This design comes from an exercise in tuning for small area and a short achievable clock period on the open sky130 flow, not from production work.
Function was checked by simulation only, so behaviour that the tests miss may differ from the original.
The clock port is modelled as an ideal driver; clocking choices that lean on that would not hold on a real chip.
Power figures rest on the tool's default switching activity, not on a simulated workload.

==> flow/design.v <==
`timescale 1ns/10ps
module IOTDF( clk, rst, in_en, iot_in, fn_sel, busy, valid, iot_out);
input          clk;
input          rst;
input          in_en;
input  [7:0]   iot_in;
input  [2:0]   fn_sel;
output         busy;
output         valid;
output [127:0] iot_out;
reg  [127:0] x;         
reg  [127:0] y;         
reg  [2:0]   s3;        
reg          carry;     
reg          r;         
reg          ones;      
reg          copy_r;    
reg          emit_r;    
reg          first_r;   
reg          valid_r;
reg  [3:0]   cnt;       
reg          have;      
reg  [2:0]   pos;       
reg          r0done;    
wire ph0  = (cnt == 4'd0);
wire ph1  = (cnt == 4'd1);
wire ph15 = (cnt == 4'd15);
wire f_mma  = (fn_sel == 3'b001) | (fn_sel == 3'b010) | (fn_sel == 3'b011);
wire f_avg  = (fn_sel == 3'b011);
wire f_ext  = (fn_sel == 3'b100);
wire f_exc  = (fn_sel == 3'b101);
wire f_peak = (fn_sel[2:1] == 2'b11);
wire f_less = (fn_sel == 3'b010) | (fn_sel == 3'b111);
wire [7:0] a = x[127:120];
wire [7:0] b = y[127:120];
wire r_prev = ~ph1 & r;
wire r_next = (a == b) ? r_prev : ((a > b) ^ f_less);
wire ones_next = (a == 8'hFF) & (ph1 | ones);
wire better = r_next;
wire last   = (pos == 3'd7);
wire ge70   = a[7] | (a[6] & a[5] & a[4]);
wire ltAF   = ~a[7] | (~a[6] & (~a[5] | (~a[4] & ~(&a[3:0]))));
wire lt7F   = ~a[7] & ~(&a[6:0]);
wire geC0   = a[7] & a[6];
wire ext_ok = ge70 & (ltAF | ((a == 8'hAF) & ~ones));
wire exc_ok = lt7F | ((a == 8'h7F) & ~ones) | geC0;
wire copy_now = f_ext | f_exc | first_r | better;
wire emit_now = have & ((f_mma & last) |
                        (f_peak & (r0done ? better : last)) |
                        (f_ext & ext_ok) |
                        (f_exc & exc_ok));
wire copy = ph0 ? copy_now : copy_r;
wire       first_in = ~have | last;     
wire [3:0] low    = (s3 & {3{~first_in}}) + x[10:8];
wire [7:0] addend = {x[10:8] & {3{~ph15}}, x[7:3]};
wire [8:0] asum   = (y[7:0] & {8{~first_r}}) + addend + carry;
wire sel_a = f_avg;
wire sel_x = ~f_avg & copy;
wire sel_y = ~f_avg & ~copy;
wire [7:0] yin = (asum[7:0] & {8{sel_a}}) | (x[7:0] & {8{sel_x}}) | (y[7:0] & {8{sel_y}});
assign busy    = 1'b0;
assign valid   = valid_r;
assign iot_out = y;
always @(posedge clk) begin
	x <= {iot_in, x[127:8]};
	y <= {yin, y[127:8]};
	r <= r_next;
	ones <= ones_next;
	if (ph15) begin
		carry   <= low[3];
		s3      <= low[2:0];
		first_r <= have ? (last & ~f_peak) : ((pos == 3'd0) & ~(f_peak & r0done));
	end
	else
		carry <= asum[8];
	if (ph0) begin
		copy_r <= copy_now;
		emit_r <= emit_now;
	end
end
always @(posedge clk or posedge rst) begin
	if (rst) begin
		valid_r <= 1'b0;
		cnt     <= 4'd0;
		have    <= 1'b0;
		pos     <= 3'd0;
		r0done  <= 1'b0;
	end
	else begin
		valid_r <= ph15 & emit_r;
		if (in_en | have | ~ph0)
			cnt <= cnt + 4'd1;
		if (ph15) begin
			have <= in_en;
			if (have) begin
				pos <= pos + 3'd1;
				if (last)
					r0done <= 1'b1;
			end
		end
	end
end
endmodule
Settings: LEC_CHECK=0, ABC_AREA=0, CAP_MARGIN=20, CORE_MARGIN=2, CORE_UTILIZATION=75, CTS_BUF_LIST=sky130_fd_sc_hd__clkbuf_8, CTS_CLUSTER_DIAMETER=60, CTS_CLUSTER_SIZE=18, PLACE_DENSITY=0.8, SLEW_MARGIN=20; clock period 10.0 ns.
standard.sh (not shown) runs the stock make flow with config.mk's settings and CLKGATE_MAP_FILE= SYNTH_SCRIPT=/design/flow/synth_recipe.tcl, a recipe that flattens the netlist after the stock synthesis.
==> flow/flow/run.sh <==
#!/bin/bash
# The standard layout, with these changes:
#  - plain sky130_fd_sc_hd__buf_1 cells as the port buffers;
#  - timing repair aims at a period of 10 - SETUP_SLACK_MARGIN ns, and runs
#    after global routing only, once the clock tree has its final form.
set -euo pipefail
here=$(pwd)
export BUFFER_PORTS_ARGS="-buffer_cell sky130_fd_sc_hd__buf_1"
export POST_CTS_TCL="$here/flow/post_cts.tcl"
export SKIP_CTS_REPAIR_TIMING=1
export SETUP_SLACK_MARGIN=7.1
bash standard.sh > flow_standard.log 2>&1
Other scripts of this flow, unchanged in this note and not shown: flow/flow/post_cts.tcl, flow/flow/reroot.tcl
The baseline aborted during clock tree synthesis.
Edit:
ABC_AREA = 1   (was 0)
CORE_UTILIZATION = 65   (was 75)
PLACE_DENSITY = 0.75   (was 0.8)
Effect:
- With this change the flow went through all stages and came out clean
- synthesized cell count goes up by roughly a tenth
- synthesized area goes up slightly
Edit:
==> flow/flow/run.sh (replaced) <==
#!/bin/bash
set -euo pipefail
here=$(pwd)
export BUFFER_PORTS_ARGS="-buffer_cell sky130_fd_sc_hd__buf_1"
export POST_CTS_TCL="$here/flow/post_cts.tcl"
bash standard.sh > flow_standard.log 2>&1
SETUP_SLACK_MARGIN = 0.3   (was unset)
Outcome: The new run finished with timing, DRC and antenna clean. Hold slack improved by 0.0047 ns. Global-route usage fell by 0.45 points. Wire length fell by 4.8%. Design area fell by 1.2%. First-iteration DRC count fell by 14%. Worst setup slack got worse by 0.25 ns. Die area does not change. Power fell by 0.99%. Clock power fell by about 0.8%. Sequential power stays flat.

afterwards: timing with drivers on the ports:
No port has a modelled driver above. Below, the same layouts with a new extraction and two added sets of constraints. Step 1, drivers: a clkbuf_16 drives clk and a buf_2 each remaining input, both assumed. Step 2 also shifts input and output timing later by t, the mid clock arrival at the registers, as if the neighbouring blocks saw the same clock. a / b / c = ideal ports / drivers / drivers and shift; a / b = the first two.
| run | t (ns) | setup WS [ns] | worst setup path at the end | latest minus earliest clock arrival (ns) |
|---|---|---|---|---|
| the second run | 0.375 | 7.099 / 7.032 / 6.782 | input to register | 0.034 / 0.034 |
| the third run | 0.374 | 6.853 / 6.916 / 6.542 | input to register | 0.016 / 0.017 |
After both steps setup and hold are still met in every run listed. The setup slack of the second run, which loses most, moves by -0.067 ns with the drivers and by -0.317 ns with both steps.
